What follows belongs to an exercise in optimizing a design on an open flow for small area, a short achievable clock period and few clock cycles; a production flow would make more cautious choices.
In this exercise RTL edits were held to simulation tests only and were not proved equivalent to the original.
No activity file was given, so power comes from the tool's default toggle rates.

## flow/run.sh

```bash
#!/bin/bash
# synth_recipe.tcl (not shown) runs the flow's synth.tcl, then flattens the netlist and writes it again
# the make line also repeats each setting of config.mk as NAME=value (left out here)
make -C /OpenROAD-flow-scripts/flow DESIGN_CONFIG=/design/flow/config.mk WORK_HOME=/design/flow/orfs CLKGATE_MAP_FILE= SYNTH_SCRIPT=/design/flow/synth_recipe.tcl finish
```

## flow/constraint.sdc

```tcl
create_clock -name core_clock -period 40.0 [get_ports {clk}]
set_input_delay 8.0000 -clock core_clock [delete_from_list [all_inputs] [get_ports {clk}]]
set_output_delay 8.0000 -clock core_clock [all_outputs]
set_load 0.01 [all_outputs]
```

## flow/config.mk

```make
export PLATFORM = sky130hd
export DESIGN_NAME = CPU
export DESIGN_NICKNAME = CPU
export VERILOG_FILES = /design/flow/design.v
export SDC_FILE = /design/flow/constraint.sdc
export NUM_CORES = 4
export LEC_CHECK = 0
export CAP_MARGIN = 20
export CORE_MARGIN = 2
export CORE_UTILIZATION = 40
export SLEW_MARGIN = 20
```

## flow/design.v

```verilog
module CPU (
	input signed [15:0] Mem_Data ,
	input clk ,
	input rst ,  
	output reg halt ,  
	output reg [6:0] Mem_Address ,
	output reg rd , wr,
	output signed [15:0] Data_Out ,
	output reg fZ,
	output reg fO,
	output reg fN,
	output reg fC
	);
localparam K_NONE = 2'd0, K_INS = 2'd1, K_OPR = 2'd2;
localparam S_IDLE = 3'd0, S_WAIT = 3'd1, S_X = 3'd2, S_MD = 3'd3, S_FIX = 3'd4, S_ALN = 3'd5;
localparam OP_LOAD = 4'd1, OP_STORE = 4'd2, OP_ADD = 4'd3, OP_SUB = 4'd4,
           OP_MUL = 4'd5, OP_DIV = 4'd6, OP_BR = 4'd7, OP_BRZ = 4'd8, OP_HALT = 4'd15;
reg [15:0] AC;         
reg [15:0] T;          
reg [15:0] IR;         
reg [2:0]  st;         
reg [15:0] IB;         
reg        bv;         
reg [1:0]  a_k;        
reg [1:0]  c_k;        
reg [6:0]  fpc;        
reg [16:0] X;          
reg [16:0] R;          
reg [3:0]  cnt;        
reg        neg;        
reg        dz;         
assign Data_Out = AC;
wire [15:0] W = Mem_Data;
wire a_ins = (a_k == K_INS);
wire a_opr = (a_k == K_OPR);
function [17:0] radd18;  
	input [17:0] a, b;
	input ci;
	integer i;
	reg c;
	begin
		c = ci;
		for (i = 0; i < 18; i = i + 1) begin
			radd18[i] = a[i] ^ b[i] ^ c;
			c = (a[i] & b[i]) | (c & (a[i] ^ b[i]));
		end
	end
endfunction
function [16:0] radd17;  
	input [16:0] a, b;
	input ci;
	integer i;
	reg c;
	begin
		c = ci;
		for (i = 0; i < 17; i = i + 1) begin
			radd17[i] = a[i] ^ b[i] ^ c;
			c = (a[i] & b[i]) | (c & (a[i] ^ b[i]));
		end
	end
endfunction
function [15:0] rneg16;  
	input [15:0] a;
	integer i;
	reg c;
	begin
		c = 1'b1;
		for (i = 0; i < 16; i = i + 1) begin
			rneg16[i] = ~a[i] ^ c;
			c = c & ~a[i];
		end
	end
endfunction
function [4:0] clz16;
	input [15:0] a;
	integer i;
	begin
		clz16 = 5'd16;
		for (i = 0; i < 16; i = i + 1)
			if (a[i]) clz16 = 5'd15 - i[4:0];
	end
endfunction
wire [3:0] ir_op = IR[15:12];
wire       ir_m  = IR[11];
wire       ir_md = (ir_op == OP_MUL) || (ir_op == OP_DIV);
wire       ir_div = (ir_op == OP_DIV);
wire       exec  = (st == S_X) || (st == S_WAIT && a_opr);
wire [15:0] B16 = ir_m ? W : {5'b0, IR[10:0]};
wire [16:0] A17 = {ir_m & AC[15], AC};
wire [16:0] B17 = {ir_m & W[15], B16};
wire        alu_sub = (ir_op == OP_SUB);
wire [16:0] sum = A17 + (B17 ^ {17{alu_sub}}) + {16'd0, alu_sub};
wire [15:0] negAC = rneg16(AC);
reg [16:0] acc;
reg [15:0] q;
reg [17:0] s18;
reg [17:0] t18;
reg        rsub;
integer j;
always @* begin
	acc = R;
	q = AC;
	for (j = 0; j < 4; j = j + 1) begin
		rsub = (j == 3) && (cnt[1:0] == 2'd0);
		t18 = q[0] ? {X[16], X} : 18'd0;
		s18 = radd18({acc[16], acc}, t18 ^ {18{rsub}}, rsub);
		acc = s18[17:1];
		q = {s18[0], q[15:1]};
	end
end
wire [15:0] xb = X[16] ? rneg16(X[15:0]) : X[15:0];
wire [4:0]  la = clz16(R[15:0]);
wire [4:0]  lb = clz16(xb);
wire [4:0]  dd = lb - la;
wire        qzero = (la > lb);         
wire [15:0] xal = xb << dd[3:0];
wire [16:0] rn = radd17(R, {1'b0, X[15:0]} ^ {17{~R[16]}}, ~R[16]);
wire md_last = (st == S_MD) && (cnt == 4'd0);
wire aln_done = (st == S_ALN) && (dz || qzero);
wire hf = (exec && !ir_md) || (md_last && !(ir_div && neg)) || aln_done || (st == S_FIX);
wire hfree = (st == S_IDLE) || hf;
reg [15:0] AC_nx;
always @* begin
	AC_nx = AC;
	if (exec) begin
		case (ir_op)
			OP_LOAD: AC_nx = ir_m ? W : IR;
			OP_ADD, OP_SUB: AC_nx = sum[15:0];
			OP_MUL: AC_nx = B16;
			OP_DIV: AC_nx = 16'd0;
			default: AC_nx = AC;
		endcase
	end else if (st == S_MD)
		AC_nx = ir_div ? {AC[14:0], ~rn[16]} : q;
	else if (st == S_ALN)
		AC_nx = dz ? 16'hFFFF : AC;
	else if (st == S_FIX)
		AC_nx = negAC;
end
wire ex_flags = exec && (ir_op == OP_ADD || ir_op == OP_SUB || ir_md);
wire fZ_nx = ex_flags ? (AC == 16'd0) : fZ;
wire [15:0] S = bv ? IB : W;
wire s_valid = bv || a_ins;
wire start = s_valid && hfree && !halt;
wire [3:0] s_op = S[15:12];
wire s_alu = (s_op == OP_LOAD) || (s_op == OP_ADD) || (s_op == OP_SUB) ||
             (s_op == OP_MUL) || (s_op == OP_DIV);
wire s_mem = s_alu && S[11];
wire s_store = (s_op == OP_STORE);
wire s_br = (s_op == OP_BR) || (s_op == OP_BRZ && fZ_nx);
wire s_halt = (s_op == OP_HALT);
wire yw = bv && a_ins;
wire yc = (c_k == K_INS);
wire [6:0] fpc1 = fpc - 7'd1;
wire [6:0] fpc2 = fpc - 7'd2;
wire st_hit = s_store && ((yc && S[6:0] == fpc1) || (yw && S[6:0] == (yc ? fpc2 : fpc1)));
wire flush = start && (s_br || st_hit);
wire ovf = !start && yw && !halt;    
wire kill_c = flush || ovf;
reg [6:0] fpc_b;
always @* begin
	if (start && s_br) fpc_b = S[6:0];
	else if (flush || ovf) fpc_b = fpc - {5'b0, yw} - {5'b0, yc};
	else fpc_b = fpc;
end
reg        bv_nx;
reg [2:0]  st_nx;
reg [15:0] IR_nx;
reg [3:0]  cnt_nx;
always @* begin
	bv_nx = bv;
	if (start && bv) bv_nx = a_ins && !flush;
	else if (!start && !bv && a_ins && !halt) bv_nx = 1'b1;
	st_nx = st;
	IR_nx = IR;
	cnt_nx = cnt;
	if (exec && ir_md) begin
		st_nx = ir_div ? S_ALN : S_MD;
		cnt_nx = 4'd3;
	end else if (st == S_ALN) begin
		st_nx = (dz || qzero) ? S_IDLE : S_MD;
		cnt_nx = dd[3:0];
	end else if (md_last)
		st_nx = (ir_div && neg) ? S_FIX : S_IDLE;
	else if (st == S_MD)
		cnt_nx = cnt - 4'd1;
	else if (hf)
		st_nx = S_IDLE;
	if (start && s_alu) begin
		st_nx = s_mem ? S_WAIT : S_X;
		IR_nx = S;
	end
end
wire [1:0] a_k_nx = (yc && kill_c) ? K_NONE : c_k;
wire halt_nx = halt || (start && s_halt);
wire irnx_md = (IR_nx[15:12] == OP_MUL) || (IR_nx[15:12] == OP_DIV);
wire md_busy = (st_nx == S_MD && cnt_nx != 4'd0) || (st_nx == S_ALN) ||
               ((st_nx == S_X || st_nx == S_WAIT) && irnx_md);
wire [1:0] n_nx = {1'b0, bv_nx} + {1'b0, a_k_nx == K_INS};
wire fetch_ok = !halt_nx && (n_nx == 2'd0 || (n_nx == 2'd1 && !md_busy));
always @(posedge clk) begin
	if (rst) begin
		halt <= 1'b0;
		AC <= 16'd0;
		T <= 16'd0;
		fZ <= 1'b0;
		fO <= 1'b0;
		fN <= 1'b0;
		fC <= 1'b0;
		st <= S_IDLE;
		bv <= 1'b0;
		Mem_Address <= 7'd0;
		rd <= 1'b1;
		wr <= 1'b0;
		a_k <= K_NONE;
		c_k <= K_INS;
		fpc <= 7'd1;
	end else begin
		halt <= halt_nx;
		AC <= AC_nx;
		st <= st_nx;
		IR <= IR_nx;
		bv <= bv_nx;
		if (a_ins && ((start && bv && !flush) || (!start && !bv))) IB <= W;
		cnt <= cnt_nx;
		a_k <= a_k_nx;
		if (ex_flags) begin
			fZ <= (AC == 16'd0);
			fN <= (ir_op == OP_ADD && ir_m) ? (fN | AC[15]) : AC[15];
		end
		if (exec && (ir_op == OP_ADD || ir_op == OP_SUB))
			fC <= sum[16];
		if (exec && ir_op == OP_MUL)
			fO <= fO | (T != 16'd0);
		if (exec && ir_md) begin
			if (ir_div) begin
				R <= {1'b0, (ir_m & AC[15]) ? negAC : AC};
				X <= {ir_m & W[15], B16};
			end else begin
				R <= 17'd0;
				X <= A17;
			end
			neg <= ir_m & (AC[15] ^ W[15]);
			dz <= (B16 == 16'd0);
		end else if (st == S_ALN) begin
			X <= {1'b0, xal};
		end else if (st == S_MD) begin
			if (ir_div) begin
				R <= rn;
				X <= {1'b0, 1'b0, X[15:1]};
			end else begin
				R <= acc;
				if (cnt[1:0] == 2'd0)
					T <= acc[15:0];
			end
		end
		if (start && s_mem) begin
			Mem_Address <= S[6:0];
			rd <= 1'b1;
			wr <= 1'b0;
			c_k <= K_OPR;
			fpc <= fpc_b;
		end else if (start && s_store) begin
			Mem_Address <= S[6:0];
			rd <= 1'b0;
			wr <= 1'b1;
			c_k <= K_NONE;
			fpc <= fpc_b;
		end else if (fetch_ok) begin
			Mem_Address <= fpc_b;
			rd <= 1'b1;
			wr <= 1'b0;
			c_k <= K_INS;
			fpc <= fpc_b + 7'd1;
		end else begin
			rd <= 1'b0;
			wr <= 1'b0;
			c_k <= K_NONE;
			fpc <= fpc_b;
		end
	end
end
endmodule
```

==> flow_summary.json, run 1 <==
{
  "drc": 0,
  "setup_viol": 0,
  "cp_data_required_time_ns": 40.31,
  "post_drt_wl_per_cell_um": 20.48,
  "cts_resized": 0,
  "gr-total-overflow": 0,
  "yosysSeqAreaShare_pct": 26.02,
  "h-tree-depth": 4,
  "hp-class": "flip-flop to flip-flop",
  "finClkSkew_ns": 0.01517,
  "slew-limit-headroom_pct": 34.67,
  "fin_nets": 1666,
  "final_core_util_pct": 44.69,
  "first_iter_violations": 959,
  "clkLatencyLatePin_ns": 0.46,
  "die_area_um2": 33960,
  "dp_slack_ns": 27.45,
  "die_x_um": 184.3,
  "multiInputGateArea_um2": 8775,
  "whs_ns": 0.4810,
  "finalCriticalPeriod_ns": 12.13,
  "hold_depth": 2,
  "track_usage_pct": 24.67,
  "critPathTopFamily": "simple AND/OR/NAND/NOR gates",
  "post_cts_buffers": 0,
  "synth-compound-area-share_pct": 18.42,
  "r2r_cells": 33,
  "worst_setup_path_start_kind": "primary input",
  "synth-xor-area-share_pct": 6.062,
  "powerDensity_nw_per_um2": 37.16,
  "synth.cell_area_um2": 13000,
  "ios": 48,
  "cts_hold_buf": 0,
  "vias_per_cell": 5.771,
  "synth_largest_type_area_fraction_pct": 16.63,
  "synth_largest_area_cell": "edfxtp_1",
  "synth-async-reset-ratio_pct": 0,
  "cts.sinks": 133,
  "slew_viol_final": 0,
  "grt_max_degree": 60,
  "yosysMostFrequentCell": "nor2_1",
  "place_congestion": 0.9031,
  "synth_edf_count": 72,
  "drt_wl_total_um": 40130,
  "nFillCells": 3205,
  "initial_utilization_pct": 40.27,
  "grt_pass1_vias": 11240,
  "yosysUniqueCellTypes": 83,
  "synth_ff_type": "edfxtp_1",
  "synth_area_leaders": "edfxtp_1, fa_1, dfxtp_1, ha_1, nor2_1",
  "rows": 66,
  "maxCapViolCount": 0,
  "die_h_um": 184.3,
  "cpPeakStageDelay_ns": 0.51,
  "critPathBufInv": 2,
  "crit_top_cell": "o21ai_0",
  "dp_hpwl_um": 29770,
  "timing.fmax_mhz": 82.42,
  "grt_pass1_wl_um": 63760,
  "worstPathMaxFanout": 12,
  "path_cells": "clkdlybuf4s50_1 -> mux2_4 -> xnor2_1 -> or4bb_1 -> a2111o_1 -> a21boi_0 -> or2_2 -> nand2_1 -> o21ai_0 -> a2bb2oi_1 -> ha_1 -> o21ai_0 -> nor3_1 -> a21o_1 -> a22oi_1 -> buf_4 -> nand2b_1 -> nor4_4 -> a31o_1 -> a21oi_1",
  "final_area_um2": 14430,
  "status": "complete, no violations",
  "syn_avg_cell_area_um2": 8.605,
  "antenna_found_initial": 0,
  "peakVddDrop_mv": 0.02954,
  "leakagePower_nw": 5.494,
  "synth_top_family_by_area": "adder cells",
  "dp.cells": 1927,
  "drtAntennaViolNets": 0,
  "stdcell_count": 1959,
  "ys_warn_count": 1,
  "ff_latch_area_um2": 3383,
  "cts_tree": "yes",
  "synth-seq-cells": 133,
  "critPathCaptureType": "flip-flop",
  "synth-simple-area-share_pct": 16.89,
  "syn-instance-count": 1511,
  "fin_ws_ns": 27.87,
  "clock_tree.root_cell": "clkbuf_16",
  "synth_fa_ha_area_share_pct": 18.59,
  "cts_buffer_depth": 2,
  "synthMuxAreaShare_pct": 7.246,
  "syn-num-nets": 1673,
  "fin_crit_sh_pct": 30.33,
  "rsz0062_at_grt": "false",
  "path_class": "primary input to flip-flop",
  "vias": 11310,
  "synthToLayoutAreaGrowth_pct": 10.98,
  "port_buffers": 47,
  "drt_pass1_iterations": 6,
  "core_area_um2": 32290,
  "worst_pin_slew_ns": 0.9800,
  "path_clk_slew_ns": 0.06,
  "p_total_uw": 536.3,
  "fin_setup_tns_ns": 0,
  "post_dp_cell_area_um2": 13870,
  "cp_data_arrival_time_ns": 12.44,
  "drive_gt1_share_pct": 7.449,
  "slowest_stage": "or4bb_1",
  "final-hold-violation-count": 0,
  "numCtsBuffers": 17,
  "synth_commonest_cells": "nor2_1, nand2_1, inv_1",
  "crit_cells": 20,
  "diodes": 0
}
report_power, final:
group          internal [mW]  switching [mW]
logic                 0.0884           0.120
clock network         0.0878          0.0709
registers              0.156          0.0133
flip-flops by register name, summed over array words and instances, names as in the netlist, 2 cells and up:
signal       cells
R               17
X               17
AC              16
IB              16
IR              16
T               16
Mem_Address      7
fpc              7
cnt              4
st               3
a_k              2
c_k              2
layer usage:
layer | vias up | wire (um) | GRT usage (%) | share of wire, %
li1 | 5305 | - | - | -
met1 | 5506 | 18210 | 34.10 | 45
met2 | 421 | 18280 | 39.11 | 46
met3 | 74 | 2426 | 3.952 | 6.0
met4 | 0 | 1208 | 8.768 | 3.0
met5 | - | 0 | 0 | 0
cell type report:
type,instances,area share (%)
well taps,442,3.832
multi-input cells,1152,60.81
repair buffers,78,4.838
clock buffers,19,3.069
inverters,122,3.173
flip-flops and latches,133,23.45
clock inverters,13,0.8324
worst register-to-register path, delay by kind of cell, from the launching register on:
family                   cells  cell delay (ns)
AO/OA/AOI/OAI                2             0.24
buffers and inverters        7             0.59
flip-flops                   1             0.50
AND/OR/NAND/NOR              1             0.13
adder cells (fa/ha/maj)     23             9.35
cells in the final DEF (no fill, tap or decap), types with 19 or more instances in the layout:
cell             netlist  final
a211oi_1              48     48
o21ai_0               81     81
buf_4                  0     31
nand2_1              162    162
clkdlybuf4s50_1        0     46
xor2_1                43     43
a31oi_1               22     21
nor2_1               166    165
o22ai_1               19     19
inv_1                122    122
dfxtp_1               61     61
nand3_1               27     27
mux2i_1               60     60
a21oi_1               81     81
edfxtp_1              72     72
fa_1                  82     82
ha_1                  62     61
xnor2_1               47     47
final timing paths:
kind,start,endpoint,slack (ns)
setup / recovery,Mem_Data[0],fpc[6],27.87
hold / removal,fO,fO,0.48
setup reg to reg,X[0],R[15],28.92
hold reg to reg,fO,fO,0.48
cell families (layout without fill, tap and decap cells):
group / Yosys count / count (layout)
adders and majority gates: 144 / 144
muxes: 82 / 82
and+or+nand+nor: 476 / 476
DFF: 133 / 133
AOI/OAI and AO/OA: 360 / 360
xor gates and xnor gates: 90 / 90
buffers and inverters: 226 / 232
Testbench counts, summed over its fixed seeds: cycles 91,178.
==> run 2, diff against run 1 <==
--- a/flow/design.v
+++ b/flow/design.v
@@ -16,7 +16,7 @@
 localparam OP_LOAD = 4'd1, OP_STORE = 4'd2, OP_ADD = 4'd3, OP_SUB = 4'd4,
            OP_MUL = 4'd5, OP_DIV = 4'd6, OP_BR = 4'd7, OP_BRZ = 4'd8, OP_HALT = 4'd15;
 reg [15:0] AC;         
-reg [15:0] T;          
+reg        tnz;        
 reg [15:0] IR;         
 reg [2:0]  st;         
 reg [15:0] IB;         
@@ -26,6 +26,7 @@
 reg [6:0]  fpc;        
 reg [16:0] X;          
 reg [16:0] R;          
+reg        bp;         
 reg [3:0]  cnt;        
 reg        neg;        
 reg        dz;         
@@ -33,15 +34,15 @@
 wire [15:0] W = Mem_Data;
 wire a_ins = (a_k == K_INS);
 wire a_opr = (a_k == K_OPR);
-function [17:0] radd18;  
-	input [17:0] a, b;
+function [18:0] radd19;  
+	input [18:0] a, b;
 	input ci;
 	integer i;
 	reg c;
 	begin
 		c = ci;
-		for (i = 0; i < 18; i = i + 1) begin
-			radd18[i] = a[i] ^ b[i] ^ c;
+		for (i = 0; i < 19; i = i + 1) begin
+			radd19[i] = a[i] ^ b[i] ^ c;
 			c = (a[i] & b[i]) | (c & (a[i] ^ b[i]));
 		end
 	end
@@ -93,19 +94,24 @@
 wire [15:0] negAC = rneg16(AC);
 reg [16:0] acc;
 reg [15:0] q;
-reg [17:0] s18;
-reg [17:0] t18;
-reg        rsub;
+reg        qb;
+reg [18:0] pp;
+reg [18:0] s19;
+reg        b_one, b_two, b_neg;
 integer j;
 always @* begin
 	acc = R;
 	q = AC;
-	for (j = 0; j < 4; j = j + 1) begin
-		rsub = (j == 3) && (cnt[1:0] == 2'd0);
-		t18 = q[0] ? {X[16], X} : 18'd0;
-		s18 = radd18({acc[16], acc}, t18 ^ {18{rsub}}, rsub);
-		acc = s18[17:1];
-		q = {s18[0], q[15:1]};
+	qb = bp;
+	for (j = 0; j < 2; j = j + 1) begin
+		b_one = q[0] ^ qb;
+		b_two = (q[1] & ~q[0] & ~qb) | (~q[1] & q[0] & qb);
+		b_neg = q[1];
+		pp = ({19{b_one}} & {X[16], X[16], X}) | ({19{b_two}} & {X[16], X, 1'b0});
+		s19 = radd19({acc[16], acc[16], acc}, pp ^ {19{b_neg}}, b_neg);
+		qb = q[1];
+		acc = s19[18:2];
+		q = {s19[1:0], q[15:2]};
 	end
 end
 wire [15:0] xb = X[16] ? rneg16(X[15:0]) : X[15:0];
@@ -149,20 +155,19 @@
 wire s_store = (s_op == OP_STORE);
 wire s_br = (s_op == OP_BR) || (s_op == OP_BRZ && fZ_nx);
 wire s_halt = (s_op == OP_HALT);
+wire s_mdop = (s_op == OP_MUL) || (s_op == OP_DIV);
 wire yw = bv && a_ins;
 wire yc = (c_k == K_INS);
 wire [6:0] fpc1 = fpc - 7'd1;
 wire [6:0] fpc2 = fpc - 7'd2;
+wire [6:0] fpc_rw = fpc - {5'b0, yw} - {5'b0, yc};    
 wire st_hit = s_store && ((yc && S[6:0] == fpc1) || (yw && S[6:0] == (yc ? fpc2 : fpc1)));
 wire flush = start && (s_br || st_hit);
 wire ovf = !start && yw && !halt;    
 wire kill_c = flush || ovf;
-reg [6:0] fpc_b;
-always @* begin
-	if (start && s_br) fpc_b = S[6:0];
-	else if (flush || ovf) fpc_b = fpc - {5'b0, yw} - {5'b0, yc};
-	else fpc_b = fpc;
-end
+wire [6:0] fbase = ovf ? fpc_rw : fpc;
+wire [6:0] fbase1 = fbase + 7'd1;
+wire [6:0] s_tgt1 = S[6:0] + 7'd1;
 reg        bv_nx;
 reg [2:0]  st_nx;
 reg [15:0] IR_nx;
@@ -193,16 +198,17 @@
 end
 wire [1:0] a_k_nx = (yc && kill_c) ? K_NONE : c_k;
 wire halt_nx = halt || (start && s_halt);
-wire irnx_md = (IR_nx[15:12] == OP_MUL) || (IR_nx[15:12] == OP_DIV);
-wire md_busy = (st_nx == S_MD && cnt_nx != 4'd0) || (st_nx == S_ALN) ||
-               ((st_nx == S_X || st_nx == S_WAIT) && irnx_md);
+wire md_busy = (start && s_alu) ? s_mdop :
+               (((st == S_WAIT) || (st == S_X)) && ir_md) || (st == S_ALN) ||
+               (st == S_MD && cnt_nx != 4'd0);
 wire [1:0] n_nx = {1'b0, bv_nx} + {1'b0, a_k_nx == K_INS};
 wire fetch_ok = !halt_nx && (n_nx == 2'd0 || (n_nx == 2'd1 && !md_busy));
+wire use_s = start && (s_mem || s_store || s_br);    
 always @(posedge clk) begin
 	if (rst) begin
 		halt <= 1'b0;
 		AC <= 16'd0;
-		T <= 16'd0;
+		tnz <= 1'b0;
 		fZ <= 1'b0;
 		fO <= 1'b0;
 		fN <= 1'b0;
@@ -231,7 +237,7 @@
 		if (exec && (ir_op == OP_ADD || ir_op == OP_SUB))
 			fC <= sum[16];
 		if (exec && ir_op == OP_MUL)
-			fO <= fO | (T != 16'd0);
+			fO <= fO | tnz;
 		if (exec && ir_md) begin
 			if (ir_div) begin
 				R <= {1'b0, (ir_m & AC[15]) ? negAC : AC};
@@ -240,6 +246,7 @@
 				R <= 17'd0;
 				X <= A17;
 			end
+			bp <= 1'b0;
 			neg <= ir_m & (AC[15] ^ W[15]);
 			dz <= (B16 == 16'd0);
 		end else if (st == S_ALN) begin
@@ -250,33 +257,28 @@
 				X <= {1'b0, 1'b0, X[15:1]};
 			end else begin
 				R <= acc;
+				bp <= qb;
 				if (cnt[1:0] == 2'd0)
-					T <= acc[15:0];
+					tnz <= (acc[15:0] != 16'd0);
 			end
 		end
-		if (start && s_mem) begin
+		if (use_s) begin
 			Mem_Address <= S[6:0];
-			rd <= 1'b1;
-			wr <= 1'b0;
-			c_k <= K_OPR;
-			fpc <= fpc_b;
-		end else if (start && s_store) begin
-			Mem_Address <= S[6:0];
-			rd <= 1'b0;
-			wr <= 1'b1;
-			c_k <= K_NONE;
-			fpc <= fpc_b;
+			rd <= !s_store;
+			wr <= s_store;
+			c_k <= s_mem ? K_OPR : s_store ? K_NONE : K_INS;
+			fpc <= s_br ? s_tgt1 : st_hit ? fpc_rw : fpc;
 		end else if (fetch_ok) begin
-			Mem_Address <= fpc_b;
+			Mem_Address <= fbase;
 			rd <= 1'b1;
 			wr <= 1'b0;
 			c_k <= K_INS;
-			fpc <= fpc_b + 7'd1;
+			fpc <= fbase1;
 		end else begin
 			rd <= 1'b0;
 			wr <= 1'b0;
 			c_k <= K_NONE;
-			fpc <= fpc_b;
+			fpc <= fbase;
 		end
 	end
 end
--- a/flow/config.mk
+++ b/flow/config.mk
@@ -7,5 +7,5 @@
 export LEC_CHECK = 0
 export CAP_MARGIN = 20
 export CORE_MARGIN = 2
-export CORE_UTILIZATION = 40
+export CORE_UTILIZATION = 60
 export SLEW_MARGIN = 20
==> flow_summary.json, run 2 <==
{
  "drtAntennaViolNets": 0,
  "powerDensity_nw_per_um2": 65.11,
  "grt_pass1_wl_um": 63670,
  "yosysMostFrequentCell": "a21oi_1",
  "critPathTopFamily": "compound AO/OA/AOI/OAI gates",
  "cp_data_arrival_time_ns": 11.89,
  "status": "complete, no violations",
  "initial_utilization_pct": 60.56,
  "numCtsBuffers": 17,
  "crit_top_cell": "nor2_1",
  "finClkSkew_ns": 0.01329,
  "worst_setup_path_start_kind": "primary input",
  "cp_data_required_time_ns": 40.32,
  "cpPeakStageDelay_ns": 0.90,
  "die_x_um": 151.7,
  "fin_crit_sh_pct": 28.93,
  "fin_nets": 1656,
  "post_cts_buffers": 0,
  "top_regs": "R: 17 flops, X: 17 flops",
  "synth_largest_type_area_fraction_pct": 16.74,
  "cts.sinks": 119,
  "antenna_found_initial": 0,
  "post_drt_wl_per_cell_um": 23.36,
  "hp-class": "flip-flop to flip-flop",
  "rsz0062_at_grt": "false",
  "drive_gt1_share_pct": 9.168,
  "syn_avg_cell_area_um2": 8.486,
  "worst_pin_slew_ns": 0.9669,
  "yosysSeqAreaShare_pct": 23.77,
  "cts_hold_buf": 0,
  "path_class": "primary input to flip-flop",
  "power_frac_comb_pct": 62.8,
  "slowest_stage": "o41ai_2",
  "finalCriticalPeriod_ns": 11.57,
  "leakagePower_nw": 5.249,
  "path_cells": "clkdlybuf4s50_1 -> mux2i_1 -> o41ai_2 -> nor2_1 -> a221oi_1 -> ha_1 -> a41oi_1 -> nor2b_1 -> nor2_4 -> nor2_1 -> a221o_1",
  "drt_pass1_iterations": 6,
  "nFillCells": 1845,
  "core_area_um2": 21620,
  "peakVddDrop_mv": 0.04004,
  "drc": 0,
  "fin_ws_ns": 28.43,
  "setup_viol": 0,
  "diodes": 0,
  "p_clk_share_pct": 16.4,
  "cts_resized": 0,
  "pwr-share-seq_pct": 20.8,
  "synth_ff_type": "edfxtp_1",
  "cts_tree": "yes",
  "dp_hpwl_um": 31130,
  "ios": 48,
  "final-hold-violation-count": 0,
  "port_buffers": 47,
  "fin_setup_tns_ns": 0,
  "drt_wl_total_um": 42460,
  "path_clk_slew_ns": 0.06,
  "synth-async-reset-ratio_pct": 0,
  "internal_power_uw": 490.9,
  "switching_share_pct": 47.16,
  "cts_buffer_depth": 2,
  "slew_viol_final": 0,
  "worstPathMaxFanout": 19,
  "dp_slack_ns": 28.04,
  "place_congestion": 0.9563,
  "p_sw_uw": 438.1,
  "timing.fmax_mhz": 86.42,
  "critPathBufInv": 1,
  "clkLatencyLatePin_ns": 0.43,
  "grt_pass1_vias": 11030,
  "vias_per_cell": 6.701,
  "ys_warn_count": 1,
  "rows": 54,
  "synth_edf_count": 73,
  "grt_max_degree": 64,
  "synth_commonest_cells": "a21oi_1, nand2_1, nor2_1",
  "die_area_um2": 23020,
  "gr-total-overflow": 0,
  "syn-num-nets": 1674,
  "clock_tree.root_cell": "clkbuf_16",
  "track_usage_pct": 36.96,
  "synth_largest_area_cell": "edfxtp_1",
  "synth_area_leaders": "edfxtp_1, fa_1, dfxtp_1, ha_1, a21oi_1",
  "layout_commonest_cell": "a21oi_1",
  "syn-instance-count": 1543,
  "die_h_um": 151.7,
  "h-tree-depth": 4,
  "maxCapViolCount": 0,
  "vias": 12180,
  "yosysUniqueCellTypes": 107,
  "synth-seq-cells": 119,
  "final_cell_mix": "a21oi_1, nand2_1, nor2_1",
  "first_iter_violations": 1391,
  "synth.cell_area_um2": 13090,
  "synthToLayoutAreaGrowth_pct": 8.973,
  "critPathCaptureType": "flip-flop",
  "slew-limit-headroom_pct": 33.69
}
==> run 2: logic make-up (layout without fill, tap and decap cells) <==
kind of cell	Yosys count	after routing	synth area share (%)
buffers and inverters	211	206	6.603
AOI/OAI and AO/OA	480	480	24.37
adders and majority gates	115	115	13.82
xor gates and xnor gates	102	102	6.937
muxes	92	92	8.820
and+or+nand+nor	424	424	15.68
DFF	119	119	23.77
==> run 2: worst paths after layout <==
kind	from	endpoint	cells past startpoint	slack (ns)
worst min register to register	c_k[0]	a_k[0]	1	0.47
worst max register to register	AC[0]	tnz	33	29.25
worst min-delay path	c_k[0]	a_k[0]	1	0.47
worst max-delay path	Mem_Data[15]	fpc[3]	11	28.43
==> run 2: power groups by stage <==
stage | Sequential [mW] | Clock (mW) | Combinational (mW)
after global placement | 0.194 | 0 | 0.564
after CTS | 0.192 | 0.153 | 0.572
after global routing | 0.195 | 0.158 | 0.636
final | 0.193 | 0.152 | 0.584
after detailed placement | 0.194 | 0 | 0.565
after floorplan | 0.181 | 0 | 0.411
==> run 2: through the flow <==
stage	instance area, um^2	hold WS [ns]	utilization [%]	total power [mW]	cells
after global placement	13690	0.4626	63.30	0.7580	1786
after global routing	14270	0.4861	66.00	0.9896	1818
after floorplan	13090	0.4305	-	0.5912	1543
after CTS	14270	0.4731	66.00	0.9169	1818
after detailed placement	13690	0.4542	63.30	0.7595	1786
final	14270	0.4744	66.00	0.9291	1818
==> run 2: worst register-to-register path: cells and delay by family, from the launching register on <==
kind                       cells  cell delay [ns]
buffers and inverters          5             0.49
DFF                            1             0.66
xor gates and xnor gates       1             0.11
muxes                          1             0.42
AOI/OAI and AO/OA              2             0.33
and+or+nand+nor                3             0.95
adders and majority gates     21             7.68
==> run 2: layer usage <==
layer / vias to the layer above / track usage [%] / share of wire (%)
li1: 5638 / - / -
met1: 5863 / 49.91 / 41
met2: 588 / 58.47 / 46
met3: 94 / 7.844 / 9.0
met4: 0 / 13.84 / 3.5
met5: - / 0 / 0
==> run 2: final cells by class <==
type | instances | area (um^2) | area share (%)
clock buffers | 21 | 503.0 | 3.525
clock inverters | 11 | 80.08 | 0.5612
inverters | 95 | 359.1 | 2.517
multi-input cells | 1213 | 9150 | 64.13
flip-flops and latches | 119 | 3115 | 21.83
well taps | 280 | 350.3 | 2.455
repair buffers | 79 | 710.7 | 4.981
Testbench counts of run 2, summed over its fixed seeds: cycles 91,308.
==> run 3, diff against run 2 <==
--- a/flow/config.mk
+++ b/flow/config.mk
@@ -7,5 +7,5 @@
 export LEC_CHECK = 0
 export CAP_MARGIN = 20
 export CORE_MARGIN = 2
-export CORE_UTILIZATION = 60
+export CORE_UTILIZATION = 40
 export SLEW_MARGIN = 20
==> flow_summary.json, run 3 <==
{
  "status": "complete, no violations",
  "core_area_um2": 32370,
  "final_core_util_pct": 44.54,
  "rr_endpoint": "tnz",
  "dp_hpwl_um": 31740,
  "grt_pass1_wl_um": 67750,
  "die_h_um": 184.9,
  "nFillCells": 3284,
  "drc": 0,
  "fin_setup_tns_ns": 0,
  "switching_share_pct": 47.29,
  "ys_warn_count": 1,
  "grt_pass1_vias": 11510,
  "worst_pin_slew_ns": 1.066,
  "worstPathMaxFanout": 19,
  "slowest_stage": "clkdlybuf4s50_1",
  "h-tree-depth": 4,
  "synth_edf_count": 73,
  "post_drt_wl_per_cell_um": 22.09,
  "cp_data_required_time_ns": 40.32,
  "drtAntennaViolNets": 0,
  "finClkSkew_ns": 0.01315,
  "pwr-share-seq_pct": 20.3,
  "leakagePower_nw": 5.192,
  "gr-total-overflow": 0,
  "first_iter_violations": 1286,
  "layout_commonest_cell": "a21oi_1",
  "cp-endpoint": "fpc[3]",
  "track_usage_pct": 25.83,
  "internal_power_uw": 493.8,
  "drt_pass1_iterations": 5,
  "synthToLayoutAreaGrowth_pct": 10.12,
  "port_buffers": 47,
  "drt_wl_total_um": 43580,
  "cts.sinks": 119,
  "vias": 12160,
  "final_cell_mix": "a21oi_1, nand2_1, nor2_1",
  "syn-instance-count": 1543,
  "peakVddDrop_mv": 0.03439,
  "die_x_um": 184.9,
  "synth_commonest_cells": "a21oi_1, nand2_1, nor2_1",
  "timing.fmax_mhz": 86.10,
  "maxCapViolCount": 0,
  "final-hold-violation-count": 0,
  "crit_start": "Mem_Data[3]",
  "slew_viol_final": 0,
  "die_area_um2": 34200,
  "rsz0062_at_grt": "false",
  "ios": 48,
  "synth_ff_type": "edfxtp_1",
  "hp-class": "flip-flop to flip-flop",
  "synth-async-reset-ratio_pct": 0,
  "path_clk_slew_ns": 0.06,
  "clkLatencyLatePin_ns": 0.44,
  "r2r_slack_ns": 29.00,
  "critPathCaptureType": "flip-flop",
  "setup_viol": 0,
  "numCtsBuffers": 17,
  "drive_gt1_share_pct": 8.622,
  "top_regs": "R: 17 flops, X: 17 flops",
  "power_frac_comb_pct": 63.1,
  "rows": 66,
  "clock_tree.root_cell": "clkbuf_16",
  "p_clk_share_pct": 16.7,
  "post_cts_buffers": 0,
  "syn-num-nets": 1674,
  "initial_utilization_pct": 40.45,
  "cts_hold_buf": 0,
  "crit_top_cell": "nor2_1",
  "worst_setup_path_start_kind": "primary input",
  "fin_crit_sh_pct": 29.04,
  "synth.cell_area_um2": 13090,
  "syn_avg_cell_area_um2": 8.486,
  "r2r_cells": 33,
  "whs_ns": 0.4659,
  "cts_resized": 0,
  "yosysUniqueCellTypes": 107,
  "path_cells": "clkdlybuf4s50_1 -> mux2i_4 -> inv_4 -> xnor2_2 -> mux2i_1 -> o2111ai_1 -> o32ai_4 -> nor2_1 -> a221oi_1 -> ha_1 -> a41oi_1 -> nor2b_1 -> nor2_4 -> nor2_1 -> a221o_1",
  "powerDensity_nw_per_um2": 64.97,
  "path_class": "primary input to flip-flop",
  "place_congestion": 0.9093,
  "synth_largest_area_cell": "edfxtp_1",
  "synth_largest_type_area_fraction_pct": 16.74,
  "grt_max_degree": 73,
  "synth_area_leaders": "edfxtp_1, fa_1, dfxtp_1, ha_1, a21oi_1",
  "cts_tree": "yes",
  "synth-seq-cells": 119,
  "antenna_found_initial": 0,
  "p_sw_uw": 443.0,
  "fin_nets": 1649,
  "finalCriticalPeriod_ns": 11.61,
  "slew-limit-headroom_pct": 28.95,
  "yosysSeqAreaShare_pct": 23.77,
  "rr_startpoint": "AC[0]",
  "diodes": 0,
  "dp_slack_ns": 28.01,
  "cts_buffer_depth": 2,
  "yosysMostFrequentCell": "a21oi_1",
  "cp_data_arrival_time_ns": 11.94,
  "vias_per_cell": 6.161,
  "fin_ws_ns": 28.39,
  "cpPeakStageDelay_ns": 0.49
}
## run 3: metrics by stage
| step | instance area, um^2 | instances | power, mW |
|---|---|---|---|
| 2_1_floorplan | 13090 | 1543 | 0.5912 |
| 3_3_place_gp | 13840 | 1941 | 0.7617 |
| 3_5_place_dp | 13840 | 1941 | 0.7639 |
| 4_1_cts | 14420 | 1973 | 0.9247 |
| 5_1_grt | 14420 | 1973 | 1.000 |
| 6_report | 14420 | 1973 | 0.9367 |
## run 3: worst min-delay path by stage
stage	slack, ns	startpoint	depth (start not counted)	endpoint
2_1_floorplan	0.43	c_k[0]	1	a_k[0]
3_3_place_gp	0.46	c_k[0]	1	a_k[0]
3_5_place_dp	0.46	c_k[0]	1	a_k[0]
4_1_cts	0.47	c_k[0]	1	a_k[0]
5_1_grt	0.48	c_k[0]	1	a_k[0]
6_report	0.47	c_k[0]	1	a_k[0]
## run 3: area by class of cell
cell class                 instances  area (um^2)  share of cell area (%)
inverter                          95        359.1                   2.490
clock buffer                      17        425.4                   2.950
tap                              442        553.0                   3.835
timing repair buffer              72        658.1                   4.564
sequential                       119         3115                   21.61
multi-input combinational       1213         9154                   63.49
clock inverter                    15        153.9                   1.067
## run 3: logic make-up after synthesis
logic type      synth area share [%]
xor+xnor                       6.937
fa+ha+maj                      13.82
mux                            8.820
simple gates                   15.68
buf+inv                        6.603
flops                          23.77
compound gates                 24.37
## run 3: layer usage
layer	vias up	global-route usage [%]	wire length, um
li1	5617	-	-
met1	5903	36.66	19500
met2	545	38.59	19120
met3	91	5.250	3537
met4	0	9.651	1416
met5	-	0	0
## run 3: power groups by stage
stage          Clock, mW  Sequential [mW]  Combinational [mW]
6_report           0.156            0.190               0.591
5_1_grt            0.162            0.193               0.646
4_1_cts            0.157            0.189               0.579
3_5_place_dp           0            0.192               0.572
3_3_place_gp           0            0.192               0.570
2_1_floorplan          0            0.181               0.411
## run 3: worst max-delay path, delay by kind of cell
family          cells  cell delay [ns]
simple gates        4             0.82
buf+inv             2             0.59
mux                 2             0.47
compound gates      5             1.53
xor+xnor            1             0.21
fa+ha+maj           1             0.31
==> run 4, diff against run 3 <==
==> flow/flow/run.sh (new file) <==
#!/bin/bash
# Standard ORFS layout, with timing repair asked to reach a setup slack of
# 29 ns against the design's clock (the SDC is unchanged).
set -euo pipefail
bash standard.sh SETUP_SLACK_MARGIN=29 finish > flow_make.log 2>&1
==> flow/standard.sh (new file) <==
#!/bin/bash
# synth_recipe.tcl (not shown) runs the flow's synth.tcl, then flattens the netlist and writes it again
# the make line also repeats each setting of config.mk as NAME=value (left out here)
make -C /OpenROAD-flow-scripts/flow DESIGN_CONFIG=/design/flow/config.mk WORK_HOME=/design/flow/orfs CLKGATE_MAP_FILE= SYNTH_SCRIPT=/design/flow/synth_recipe.tcl "${@:-finish}"
removed: flow/run.sh
==> flow_summary.json, run 4 <==
{
  "hp-class": "flip-flop to flip-flop",
  "critPathBufInv": 15,
  "drive_gt1_share_pct": 13.04,
  "grt_max_degree": 73,
  "synth.cell_area_um2": 13090,
  "dp_slack_ns": 27.98,
  "fin_setup_tns_ns": 0,
  "cts_hold_buf": 0,
  "die_x_um": 184.9,
  "finalCriticalPeriod_ns": 10.96,
  "yosysSeqAreaShare_pct": 23.77,
  "cts_tree": "yes",
  "synth_area_leaders": "edfxtp_1, fa_1, dfxtp_1, ha_1, a21oi_1",
  "clock_tree.root_cell": "clkbuf_16",
  "vias": 12360,
  "fin_ws_ns": 29.04,
  "syn-num-nets": 1674,
  "status": "complete, no violations",
  "busiest_layer": "met2",
  "yosysUniqueCellTypes": 107,
  "p_sw_uw": 465.0,
  "switching_share_pct": 46.89,
  "setup_viol": 0,
  "grt_pass1_wl_um": 69080,
  "synth-async-reset-ratio_pct": 0,
  "slowest_stage": "dlygate4sd2_1",
  "internal_power_uw": 526.7,
  "vias_per_cell": 6.159,
  "cp_data_arrival_time_ns": 11.33,
  "syn_avg_cell_area_um2": 8.486,
  "cpPeakStageDelay_ns": 0.33,
  "path_clk_slew_ns": 0.06,
  "cts.sinks": 119,
  "grt_pass1_vias": 11650,
  "die_area_um2": 34200,
  "numCtsBuffers": 17,
  "powerDensity_nw_per_um2": 66.21,
  "pwr-share-seq_pct": 19.3,
  "critPathTopFamily": "buffers and inverters",
  "maxCapViolCount": 0,
  "synth_largest_type_area_fraction_pct": 16.74,
  "ys_warn_count": 1,
  "synth_largest_area_cell": "edfxtp_1",
  "synth_commonest_cells": "a21oi_1, nand2_1, nor2_1",
  "synth-seq-cells": 119,
  "finClkSkew_ns": 0.01328,
  "r2r_slack_ns": 29.26,
  "timing.fmax_mhz": 91.27,
  "antenna_found_initial": 1,
  "worst_pin_slew_ns": 1.071,
  "synth_ff_type": "edfxtp_1",
  "fin_nets": 1683,
  "first_iter_violations": 1372,
  "port_buffers": 47,
  "drt_wl_total_um": 45020,
  "crit_top_cell": "buf_4",
  "drtAntennaViolNets": 0,
  "layout_commonest_cell": "a21oi_1",
  "cp_data_required_time_ns": 40.37,
  "cts_buffer_depth": 2,
  "worstPathMaxFanout": 7,
  "gr-total-overflow": 0,
  "track_usage_pct": 26.36,
  "diodes": 0,
  "core_area_um2": 32370,
  "dp_hpwl_um": 31870,
  "slew-limit-headroom_pct": 28.63,
  "critPathCaptureType": "flip-flop",
  "initial_utilization_pct": 40.45,
  "yosysMostFrequentCell": "a21oi_1",
  "final_cell_mix": "a21oi_1, nand2_1, nor2_1",
  "post_drt_wl_per_cell_um": 22.43,
  "synth_edf_count": 73,
  "grtUsageMet3_pct": 4.483,
  "fin_crit_sh_pct": 27.39,
  "path_cells": "dlygate4sd2_1 -> mux2_2 -> and3_1 -> nand2_2 -> o41ai_4 -> buf_4 -> nor2_4 -> a221oi_4 -> buf_4 -> buf_4 -> buf_4 -> buf_4 -> buf_4 -> buf_4 -> buf_4 -> buf_4 -> buf_4 -> buf_4 -> buf_4 -> buf_4 -> buf_4 -> nor2_1",
  "worst_setup_path_start_kind": "primary input",
  "final-hold-violation-count": 0,
  "dp.cells": 1939,
  "rows": 66,
  "synthToLayoutAreaGrowth_pct": 14.39,
  "path_class": "primary input to flip-flop",
  "grtUsageMet2_pct": 41.21,
  "slew_viol_final": 0,
  "power_frac_comb_pct": 64.0,
  "stdcell_count": 2007,
  "die_h_um": 184.9,
  "clkLatencyLatePin_ns": 0.44,
  "peakVddDrop_mv": 0.03904,
  "h-tree-depth": 4,
  "ios": 48,
  "leakagePower_nw": 5.444,
  "syn-instance-count": 1543,
  "place_congestion": 0.9047,
  "drc": 0,
  "rsz0062_at_grt": "true",
  "top_regs": "R: 17 flops, X: 17 flops",
  "drt_pass1_iterations": 6,
  "use_met1_pct": 36.86,
  "p_clk_share_pct": 16.8,
  "nFillCells": 3220
}
## run 4: cell counts after synthesis
Identical to the previous run, type by type.
## run 4: area by class of cell
cell class	instances	area (um^2)	share of cell area, %
inverter	95	364.1	2.431
clock inverter	15	187.7	1.253
tap	442	553.0	3.692
timing repair buffer	105	899.6	6.006
clock buffer	17	425.4	2.840
sequential	119	3117	20.81
multi-input combinational	1214	9432	62.97
## run 4: cells by family after synthesis
group / Yosys count / share of synthesized area (%)
buffers and inverters: 211 / 6.603
muxes: 92 / 8.820
xor gates and xnor gates: 102 / 6.937
adders and majority gates: 115 / 13.82
and+or+nand+nor: 424 / 15.68
DFF: 119 / 23.77
AOI/OAI and AO/OA: 480 / 24.37
## run 4: power groups by stage
| stage | Clock, mW | Combinational, mW | Sequential (mW) |
|---|---|---|---|
| floorplan | 0 | 0.411 | 0.181 |
| global placement | 0 | 0.569 | 0.192 |
| detailed placement | 0 | 0.574 | 0.192 |
| CTS | 0.167 | 0.606 | 0.190 |
| global route | 0.172 | 0.688 | 0.194 |
| finish | 0.166 | 0.634 | 0.191 |
## run 4: routing by layer
metal  vias up  part of all wire [%]
li1       5683                     -
met1      6038                    44
met2       554                    45
met3        86                   7.5
met4         0                   3.2
met5         -                     0
## run 4: worst paths after layout
path                 from     end  cells past startpoint
min reg2reg        c_k[0]  a_k[0]                      1
max          Mem_Data[14]      bv                     22
max reg2reg         AC[1]     tnz                     33
min                c_k[0]  a_k[0]                      1
## run 4: timing repair
action,in CTS,in global routing
setup endpoints to repair,20,23
pin swaps,9,13
buffers inserted,21,14
gates resized for setup,36,34
cloned,1,0
## run 4: metrics by stage
stage / hold WS (ns) / util [%] / area, um^2 / power (mW)
2_1_floorplan: 0.4305 / - / 13100 / 0.5914
3_3_place_gp: 0.4596 / 42.69 / 13820 / 0.7612
3_5_place_dp: 0.4534 / 42.69 / 13820 / 0.7663
4_1_cts: 0.4625 / 45.56 / 14750 / 0.9629
5_1_grt: 0.4782 / 46.27 / 14980 / 1.054
6_report: 0.4693 / 46.27 / 14980 / 0.9917
==> run 5, diff against run 4 <==
--- a/flow/design.v
+++ b/flow/design.v
@@ -12,12 +12,12 @@
 	output reg fC
 	);
 localparam K_NONE = 2'd0, K_INS = 2'd1, K_OPR = 2'd2;
-localparam S_IDLE = 3'd0, S_WAIT = 3'd1, S_X = 3'd2, S_MD = 3'd3, S_FIX = 3'd4, S_ALN = 3'd5;
+localparam S_IDLE = 3'd0, S_WAIT = 3'd1, S_X = 3'd2, S_MD = 3'd3, S_ALN = 3'd5;
 localparam OP_LOAD = 4'd1, OP_STORE = 4'd2, OP_ADD = 4'd3, OP_SUB = 4'd4,
            OP_MUL = 4'd5, OP_DIV = 4'd6, OP_BR = 4'd7, OP_BRZ = 4'd8, OP_HALT = 4'd15;
 reg [15:0] AC;         
 reg        tnz;        
-reg [15:0] IR;         
+reg [4:0]  IR;         
 reg [2:0]  st;         
 reg [15:0] IB;         
 reg        bv;         
@@ -26,7 +26,6 @@
 reg [6:0]  fpc;        
 reg [16:0] X;          
 reg [16:0] R;          
-reg        bp;         
 reg [3:0]  cnt;        
 reg        neg;        
 reg        dz;         
@@ -34,15 +33,15 @@
 wire [15:0] W = Mem_Data;
 wire a_ins = (a_k == K_INS);
 wire a_opr = (a_k == K_OPR);
-function [18:0] radd19;  
-	input [18:0] a, b;
+function [17:0] radd18;  
+	input [17:0] a, b;
 	input ci;
 	integer i;
 	reg c;
 	begin
 		c = ci;
-		for (i = 0; i < 19; i = i + 1) begin
-			radd19[i] = a[i] ^ b[i] ^ c;
+		for (i = 0; i < 18; i = i + 1) begin
+			radd18[i] = a[i] ^ b[i] ^ c;
 			c = (a[i] & b[i]) | (c & (a[i] ^ b[i]));
 		end
 	end
@@ -81,40 +80,36 @@
 			if (a[i]) clz16 = 5'd15 - i[4:0];
 	end
 endfunction
-wire [3:0] ir_op = IR[15:12];
-wire       ir_m  = IR[11];
+wire [3:0] ir_op = IR[4:1];
+wire       ir_m  = IR[0];
 wire       ir_md = (ir_op == OP_MUL) || (ir_op == OP_DIV);
 wire       ir_div = (ir_op == OP_DIV);
 wire       exec  = (st == S_X) || (st == S_WAIT && a_opr);
-wire [15:0] B16 = ir_m ? W : {5'b0, IR[10:0]};
+wire [15:0] B16 = ir_m ? W : {5'b0, X[10:0]};
 wire [16:0] A17 = {ir_m & AC[15], AC};
 wire [16:0] B17 = {ir_m & W[15], B16};
 wire        alu_sub = (ir_op == OP_SUB);
 wire [16:0] sum = A17 + (B17 ^ {17{alu_sub}}) + {16'd0, alu_sub};
-wire [15:0] negAC = rneg16(AC);
+wire [15:0] negv = rneg16((st == S_ALN) ? X[15:0] : AC);
+wire [15:0] negAC = negv;
 reg [16:0] acc;
 reg [15:0] q;
-reg        qb;
-reg [18:0] pp;
-reg [18:0] s19;
-reg        b_one, b_two, b_neg;
+reg [17:0] s18;
+reg [17:0] t18;
+reg        rsub;
 integer j;
 always @* begin
 	acc = R;
 	q = AC;
-	qb = bp;
-	for (j = 0; j < 2; j = j + 1) begin
-		b_one = q[0] ^ qb;
-		b_two = (q[1] & ~q[0] & ~qb) | (~q[1] & q[0] & qb);
-		b_neg = q[1];
-		pp = ({19{b_one}} & {X[16], X[16], X}) | ({19{b_two}} & {X[16], X, 1'b0});
-		s19 = radd19({acc[16], acc[16], acc}, pp ^ {19{b_neg}}, b_neg);
-		qb = q[1];
-		acc = s19[18:2];
-		q = {s19[1:0], q[15:2]};
-	end
-end
-wire [15:0] xb = X[16] ? rneg16(X[15:0]) : X[15:0];
+	for (j = 0; j < 4; j = j + 1) begin
+		rsub = (j == 3) && (cnt[1:0] == 2'd0);
+		t18 = q[0] ? {X[16], X} : 18'd0;
+		s18 = radd18({acc[16], acc}, t18 ^ {18{rsub}}, rsub);
+		acc = s18[17:1];
+		q = {s18[0], q[15:1]};
+	end
+end
+wire [15:0] xb = X[16] ? negv : X[15:0];
 wire [4:0]  la = clz16(R[15:0]);
 wire [4:0]  lb = clz16(xb);
 wire [4:0]  dd = lb - la;
@@ -123,25 +118,28 @@
 wire [16:0] rn = radd17(R, {1'b0, X[15:0]} ^ {17{~R[16]}}, ~R[16]);
 wire md_last = (st == S_MD) && (cnt == 4'd0);
 wire aln_done = (st == S_ALN) && (dz || qzero);
-wire hf = (exec && !ir_md) || (md_last && !(ir_div && neg)) || aln_done || (st == S_FIX);
+wire hf = (exec && !ir_md) || md_last || aln_done;
 wire hfree = (st == S_IDLE) || hf;
 reg [15:0] AC_nx;
 always @* begin
 	AC_nx = AC;
 	if (exec) begin
 		case (ir_op)
-			OP_LOAD: AC_nx = ir_m ? W : IR;
+			OP_LOAD: AC_nx = ir_m ? W : X[15:0];
 			OP_ADD, OP_SUB: AC_nx = sum[15:0];
 			OP_MUL: AC_nx = B16;
 			OP_DIV: AC_nx = 16'd0;
 			default: AC_nx = AC;
 		endcase
-	end else if (st == S_MD)
-		AC_nx = ir_div ? {AC[14:0], ~rn[16]} : q;
-	else if (st == S_ALN)
+	end else if (st == S_MD) begin
+		if (!ir_div)
+			AC_nx = q;
+		else if (cnt == 4'd0 && neg)     
+			AC_nx = rn[16] ? {negAC[14:0], 1'b0} : {~AC[14:0], 1'b1};
+		else
+			AC_nx = {AC[14:0], ~rn[16]};
+	end else if (st == S_ALN)
 		AC_nx = dz ? 16'hFFFF : AC;
-	else if (st == S_FIX)
-		AC_nx = negAC;
 end
 wire ex_flags = exec && (ir_op == OP_ADD || ir_op == OP_SUB || ir_md);
 wire fZ_nx = ex_flags ? (AC == 16'd0) : fZ;
@@ -170,7 +168,7 @@
 wire [6:0] s_tgt1 = S[6:0] + 7'd1;
 reg        bv_nx;
 reg [2:0]  st_nx;
-reg [15:0] IR_nx;
+reg [4:0]  IR_nx;
 reg [3:0]  cnt_nx;
 always @* begin
 	bv_nx = bv;
@@ -186,14 +184,14 @@
 		st_nx = (dz || qzero) ? S_IDLE : S_MD;
 		cnt_nx = dd[3:0];
 	end else if (md_last)
-		st_nx = (ir_div && neg) ? S_FIX : S_IDLE;
+		st_nx = S_IDLE;
 	else if (st == S_MD)
 		cnt_nx = cnt - 4'd1;
 	else if (hf)
 		st_nx = S_IDLE;
 	if (start && s_alu) begin
 		st_nx = s_mem ? S_WAIT : S_X;
-		IR_nx = S;
+		IR_nx = S[15:11];
 	end
 end
 wire [1:0] a_k_nx = (yc && kill_c) ? K_NONE : c_k;
@@ -246,7 +244,6 @@
 				R <= 17'd0;
 				X <= A17;
 			end
-			bp <= 1'b0;
 			neg <= ir_m & (AC[15] ^ W[15]);
 			dz <= (B16 == 16'd0);
 		end else if (st == S_ALN) begin
@@ -257,11 +254,12 @@
 				X <= {1'b0, 1'b0, X[15:1]};
 			end else begin
 				R <= acc;
-				bp <= qb;
 				if (cnt[1:0] == 2'd0)
 					tnz <= (acc[15:0] != 16'd0);
 			end
 		end
+		if (start && s_alu && !s_mem)
+			X <= {1'b0, S};
 		if (use_s) begin
 			Mem_Address <= S[6:0];
 			rd <= !s_store;
==> flow_summary.json, run 5 <==
{
  "status": "complete, no violations",
  "synth_ff_type": "edfxtp_1",
  "rsz0062_at_grt": "false",
  "cts.sinks": 107,
  "fin_crit_sh_pct": 27.02,
  "drt_wl_total_um": 45290,
  "ff_latch_area_um2": 2753,
  "timing.fmax_mhz": 92.53,
  "worstPathMaxFanout": 6,
  "synth_area_leaders": "edfxtp_1, fa_1, dfxtp_1, mux2i_1, ha_1",
  "synth-async-reset-ratio_pct": 0,
  "ys_warn_count": 1,
  "syn-num-nets": 1677,
  "ios": 48,
  "syn-instance-count": 1529,
  "numCtsBuffers": 9,
  "critPathTopFamily": "compound AO/OA/AOI/OAI gates",
  "fin_nets": 1686,
  "syn_avg_cell_area_um2": 8.346,
  "drive_gt1_share_pct": 11.99,
  "worst_pin_slew_ns": 1.089,
  "synth_edf_count": 61,
  "multiInputGateArea_um2": 9629,
  "nFillCells": 3064,
  "yosysSeqAreaShare_pct": 21.57,
  "drc": 0,
  "slew-limit-headroom_pct": 27.25,
  "cts_tree": "yes",
  "cpPeakStageDelay_ns": 0.50,
  "grt_pass1_vias": 11590,
  "hp-class": "flip-flop to flip-flop",
  "h-tree-depth": 3,
  "cp_data_required_time_ns": 40.33,
  "grt_max_degree": 51,
  "layout_commonest_cell": "nand2_1",
  "final-hold-violation-count": 0,
  "initial_utilization_pct": 40.54,
  "leakagePower_nw": 5.334,
  "drt_pass1_iterations": 6,
  "yosysMostFrequentCell": "nand2_1",
  "die_x_um": 182.6,
  "top_regs": "R: 17 flops, X: 17 flops",
  "yosysUniqueCellTypes": 88,
  "place_congestion": 0.9401,
  "vias": 11970,
  "track_usage_pct": 27.39,
  "path_cells": "clkdlybuf4s50_1 -> mux2i_4 -> xor2_1 -> o2111ai_2 -> a221oi_4 -> nor3_4 -> a21oi_1 -> o21a_1 -> ha_1 -> nand4_1 -> a21boi_4 -> nand2_2 -> a211o_1 -> nand3_1",
  "core_area_um2": 31470,
  "path_clk_slew_ns": 0.09,
  "slew_viol_final": 0,
  "vias_per_cell": 6.146,
  "synth_largest_area_cell": "edfxtp_1",
  "synth-seq-cells": 107,
  "dp_hpwl_um": 33130,
  "p_total_uw": 597.3,
  "rows": 65,
  "final_cell_mix": "nand2_1, nor2_1, o21ai_0",
  "grt_pass1_wl_um": 69700,
  "clock_tree.root_cell": "clkbuf_16",
  "critPathCaptureType": "flip-flop",
  "cts_hold_buf": 0,
  "path_class": "primary input to flip-flop",
  "worst_setup_path_start_kind": "primary input",
  "peakVddDrop_mv": 0.02864,
  "synth_commonest_cells": "nand2_1, nor2_1, o21ai_0",
  "critPathBufInv": 1,
  "synth.cell_area_um2": 12760,
  "clkLatencyLatePin_ns": 0.39,
  "cp_data_arrival_time_ns": 11.13,
  "setup_viol": 0,
  "antenna_found_initial": 1,
  "gr-total-overflow": 0,
  "finalCriticalPeriod_ns": 10.81,
  "slowest_stage": "clkdlybuf4s50_1",
  "synthToLayoutAreaGrowth_pct": 13.69,
  "finClkSkew_ns": 0.01116,
  "drtAntennaViolNets": 0,
  "powerDensity_nw_per_um2": 41.17,
  "port_buffers": 47,
  "synth_largest_type_area_fraction_pct": 14.35,
  "post_drt_wl_per_cell_um": 23.26,
  "die_area_um2": 33350,
  "fin_setup_tns_ns": 0,
  "die_h_um": 182.6,
  "first_iter_violations": 1268,
  "cts_buffer_depth": 2,
  "maxCapViolCount": 0
}
[run 5: cell type report]
| cell class | instances | area share, % |
|---|---|---|
| Inverter | 99 | 2.561 |
| Sequential cell | 107 | 18.97 |
| Clock inverter | 7 | 0.6468 |
| Timing Repair Buffer | 105 | 6.391 |
| Multi-Input combinational cell | 1216 | 66.37 |
| Antenna cell | 2 | 0.03450 |
| Tap cell | 402 | 3.467 |
| Clock buffer | 9 | 1.552 |
[run 5: tightest hold or removal path, cell delays in order, from the launching register on]
cell,delay (ns)
dfxtp_1,0.32
nand2_1,0.05
a21oi_1,0.04
[run 5: worst paths after layout]
kind / start / end / cells after the start / slack, ns
worst min register to register: c_k[0] / a_k[0] / 2 / 0.46
worst max register to register: X[0] / tnz / 34 / 29.29
worst max-delay path: Mem_Data[2] / fpc[2] / 14 / 29.19
worst min-delay path: c_k[0] / a_k[0] / 2 / 0.46
[run 5: report_power, final]
| group | internal, mW | leakage (nW) | switching [mW] |
|---|---|---|---|
| clock | 0.0507 | 0.153 | 0.0520 |
| sequential | 0.131 | 0.931 | 0.0140 |
| combinational | 0.137 | 4.25 | 0.212 |
[run 5: cell families (layout without fill, tap and decap cells)]
| kind of cell | count (synthesis) | after routing | share of synthesized area, % |
|---|---|---|---|
| simple gates | 484 | 486 | 18.08 |
| compound gates | 394 | 394 | 19.81 |
| buf+inv | 208 | 220 | 6.550 |
| fa+ha+maj | 130 | 130 | 17.57 |
| mux | 111 | 111 | 9.844 |
| flops | 107 | 107 | 21.57 |
| xor+xnor | 95 | 95 | 6.579 |
| other cells | 0 | 2 | 0 |
[run 5: per-stage QoR]
stage	setup WS [ns]	hold slack, ns	util (%)	instances	instance area, um^2
CTS	28.95	0.4633	45.06	1936	14180
global route	28.99	0.4726	46.08	1945	14500
global placement	28.04	0.4558	43.22	1908	13600
finish	29.19	0.4611	46.09	1947	14510
floorplan	29.10	0.4124	-	1529	12760
detailed placement	27.86	0.4503	43.22	1908	13600
[run 5: layer usage]
| layer | vias up | routed length (um) | track usage [%] |
|---|---|---|---|
| met1 | 5849 | 19560 | 37.53 |
| li1 | 5459 | - | - |
| met4 | 0 | 1503 | 9.613 |
| met2 | 558 | 20640 | 43.27 |
| met3 | 100 | 3581 | 5.189 |
| met5 | - | 0 | 0 |
[run 5: repair_timing]
action                     CTS  global route
gates resized for setup     39            59
pin swaps                    6            19
cloned                       1             1
setup buffers               11             8
setup endpoints to repair   52            41
Testbench counts of run 5, summed over its fixed seeds: cycles 91,104.
==> run 6, diff against run 5 <==
==> flow/flow/run.sh (replaced) <==
#!/bin/bash
# Standard ORFS layout, with timing repair asked to reach a setup slack of
# 30 ns against the design's clock (the SDC is unchanged).
set -euo pipefail
bash standard.sh SETUP_SLACK_MARGIN=30 finish > flow_make.log 2>&1
==> flow_summary.json, run 6 <==
{
  "use_met1_pct": 37.45,
  "yosysMostFrequentCell": "nand2_1",
  "drt_pass1_iterations": 6,
  "diodes": 0,
  "switching_share_pct": 46.35,
  "gr-total-overflow": 0,
  "cp_data_required_time_ns": 40.25,
  "slew-limit-headroom_pct": 22.56,
  "worst_pin_slew_ns": 1.157,
  "r2r_cells": 34,
  "place_congestion": 0.9372,
  "syn-num-nets": 1677,
  "grtUsageMet3_pct": 6.186,
  "grt_pass1_vias": 12050,
  "peakVddDrop_mv": 0.02763,
  "grtUsageMet2_pct": 45.44,
  "synth_largest_area_cell": "edfxtp_1",
  "pwr-share-seq_pct": 23.3,
  "finClkSkew_ns": 0.02324,
  "synth_fa_ha_area_share_pct": 17.57,
  "first_iter_violations": 1410,
  "status": "complete, no violations",
  "antenna_found_initial": 1,
  "syn_avg_cell_area_um2": 8.346,
  "dp_hpwl_um": 33690,
  "syn-instance-count": 1529,
  "rr_endpoint": "tnz",
  "crit_start": "Mem_Data[13]",
  "synth_commonest_cells": "nand2_1, nor2_1, o21ai_0",
  "timing.fmax_mhz": 93.88,
  "grt_max_degree": 35,
  "ys_warn_count": 1,
  "numCtsBuffers": 9,
  "finalCriticalPeriod_ns": 10.65,
  "initial_utilization_pct": 40.54,
  "synthToLayoutAreaGrowth_pct": 19.78,
  "fin_nets": 1737,
  "fin_ws_ns": 29.35,
  "die_h_um": 182.6,
  "synth-xor-area-share_pct": 6.579,
  "synth_area_leaders": "edfxtp_1, fa_1, dfxtp_1, mux2i_1, ha_1",
  "synth-compound-area-share_pct": 19.81,
  "powerDensity_nw_per_um2": 40.82,
  "worstPathMaxFanout": 6,
  "synthMuxAreaShare_pct": 9.844,
  "cts_tree": "yes",
  "vias_per_cell": 6.202,
  "maxCapViolCount": 0,
  "die_area_um2": 33350,
  "worst_setup_path_start_kind": "primary input",
  "leakagePower_nw": 5.571,
  "h-tree-depth": 3,
  "final_cell_mix": "nand2_1, nor2_1, buf_4",
  "final-hold-violation-count": 0,
  "track_usage_pct": 28.25,
  "drc": 0,
  "cp_data_arrival_time_ns": 10.90,
  "cts_hold_buf": 0,
  "p_clk_share_pct": 15.4,
  "cts.sinks": 107,
  "vias": 12380,
  "synth-simple-area-share_pct": 18.08,
  "rows": 65,
  "rr_startpoint": "X[0]",
  "port_buffers": 47,
  "cts_buffer_depth": 2,
  "fin_setup_tns_ns": 0,
  "synth-seq-cells": 107,
  "internal_power_uw": 334.7,
  "yosysUniqueCellTypes": 88,
  "rsz0062_at_grt": "true",
  "synth.cell_area_um2": 12760,
  "synth_ff_type": "edfxtp_1",
  "setup_viol": 0,
  "p_sw_uw": 289.2,
  "yosysSeqAreaShare_pct": 21.57,
  "ios": 48,
  "critPathCaptureType": "flip-flop",
  "busiest_layer": "met2",
  "die_x_um": 182.6,
  "synth_edf_count": 61,
  "top_regs": "R: 17 flops, X: 17 flops",
  "synth_largest_type_area_fraction_pct": 14.35,
  "r2r_slack_ns": 29.83,
  "p_total_uw": 623.9,
  "fin_crit_sh_pct": 26.63,
  "power_frac_comb_pct": 61.4,
  "drtAntennaViolNets": 0,
  "cp-endpoint": "Mem_Address[2]",
  "synth-async-reset-ratio_pct": 0,
  "slew_viol_final": 0,
  "clkLatencyLatePin_ns": 0.38,
  "path_clk_slew_ns": 0.08,
  "drive_gt1_share_pct": 19.39,
  "path_class": "primary input to flip-flop",
  "clock_tree.root_cell": "clkbuf_16",
  "dp_slack_ns": 28.19,
  "core_area_um2": 31470,
  "hp-class": "flip-flop to flip-flop",
  "grt_pass1_wl_um": 71950,
  "drt_wl_total_um": 46600,
  "synth_top_family_by_area": "compound AO/OA/AOI/OAI gates",
  "layout_commonest_cell": "nand2_1",
  "post_drt_wl_per_cell_um": 23.35
}
==> run 6: cell count changes in the layout (fill, tap and decap cells not counted), sizes merged, moves of 3 or more <==
cell           before  now
clkdlybuf4s15       0    3
dlymetal6s2s        9    0
dlygate4sd2         0    3
buf                58  118
clkdlybuf4s50      37   32
==> run 6: layout make-up <==
type                            count  area [um^2]
Fill cell                        2962        16190
Multi-Input combinational cell   1215         9988
Sequential cell                   107         2756
Timing Repair Buffer              157         1366
Tap cell                          402        503.0
Inverter                           99        371.6
Clock buffer                        9        225.2
Clock inverter                      7        73.82
==> run 6: repair_timing <==
action	4_1_cts	5_1_grt
pin swaps	72	50
hold endpoints to repair	0	0
gates cloned	1	0
setup buffers	52	18
setup endpoints to repair	89	73
resized for setup	119	57
==> run 6: how the worst min path moves through the flow <==
stage          startpoint  cells past startpoint     end  slack [ns]
2_1_floorplan      c_k[0]                      2  a_k[0]        0.41
3_3_place_gp       c_k[0]                      2  a_k[0]        0.44
3_5_place_dp       c_k[0]                      2  a_k[0]        0.43
4_1_cts            c_k[0]                      2  a_k[0]        0.44
5_1_grt            c_k[0]                      2  a_k[0]        0.48
6_report           c_k[0]                      2  a_k[0]        0.44
==> run 6: kinds of logic after synthesis <==
group	Yosys count
buf+inv	208
simple gates	484
compound gates	394
fa+ha+maj	130
flops	107
xor+xnor	95
mux	111
==> run 6: power groups by stage <==
stage / Clock [mW] / Sequential, mW / Combinational [mW]
2_1_floorplan: 0 / 0.141 / 0.245
3_3_place_gp: 0 / 0.147 / 0.324
3_5_place_dp: 0 / 0.147 / 0.327
4_1_cts: 0.0970 / 0.144 / 0.360
5_1_grt: 0.101 / 0.146 / 0.416
6_report: 0.0960 / 0.145 / 0.383
==> run 6: per-layer routing <==
metal | part of all wire (%) | vias up
met3 | 9.2 | 122
met4 | 4.0 | 2
met2 | 45 | 610
li1 | - | 5567
met5 | 0.026 | -
met1 | 42 | 6078
==> run 6: metrics by stage <==
stage	hold slack, ns	utilization (%)	std cells	cell area (um^2)
final	0.4445	48.56	1996	15280
after floorplan	0.4124	-	1529	13050
after CTS	0.4405	47.39	1978	14920
after global placement	0.4448	44.03	1909	13860
after detailed placement	0.4293	44.03	1909	13860
after global routing	0.4827	48.56	1996	15280
==> run 6: critical path, stage by stage <==
cell             delay (ns)
clkdlybuf4s15_1        0.30
mux2i_4                0.13
nor3_4                 0.31
nand4_1                0.22
nor4_4                 0.33
nor3_4                 0.08
buf_6                  0.13
a21oi_2                0.10
o21a_1                 0.19
ha_4                   0.21
nand4_1                0.07
a21boi_4               0.26
buf_4                  0.16
nand2_4                0.09
mux2i_1                0.14
o2bb2ai_1              0.15

static timing again, ports no longer ideal:
How much do the figures lean on ideal ports? The routed layouts below were timed once more, with nothing changed but the port constraints. Step 1 sets driving cells, clkbuf_16 on the clock port and buf_2 on the other inputs (assumed; they add their load-dependent delay and slew). Step 2, shift: input delay + t, output delay - t, t = (earliest + latest rising clock arrival at the registers) / 2. This alone moves slack from input paths to output paths. a / b / c = no drivers / after step 1 / after step 2; a / b = the first two.
| run | shift t [ns] | slack for setup (ns) | clock arrival spread, ns | slew at the worst register clock pin (ns) |
|---|---|---|---|---|
| run 1 | 0.499 | 27.867 / 27.898 / 27.398 | 0.015 / 0.015 | 0.07 / 0.07 |
| run 2 | 0.472 | 28.429 / 28.456 / 27.984 | 0.013 / 0.014 | 0.07 / 0.07 |
| run 3 | 0.484 | 28.385 / 28.415 / 27.931 | 0.014 / 0.014 | 0.06 / 0.06 |
| run 4 | 0.485 | 29.044 / 29.067 / 28.581 | 0.013 / 0.013 | 0.07 / 0.07 |
| run 5 | 0.433 | 29.192 / 29.222 / 28.789 | 0.012 / 0.011 | 0.09 / 0.09 |
| run 6 | 0.419 | 29.348 / 29.369 / 28.950 | 0.023 / 0.023 | 0.09 / 0.09 |
After both steps every run listed still meets setup and hold. The setup slack of run 1, which loses most, moves by +0.031 ns with the drivers and by -0.469 ns with both steps.
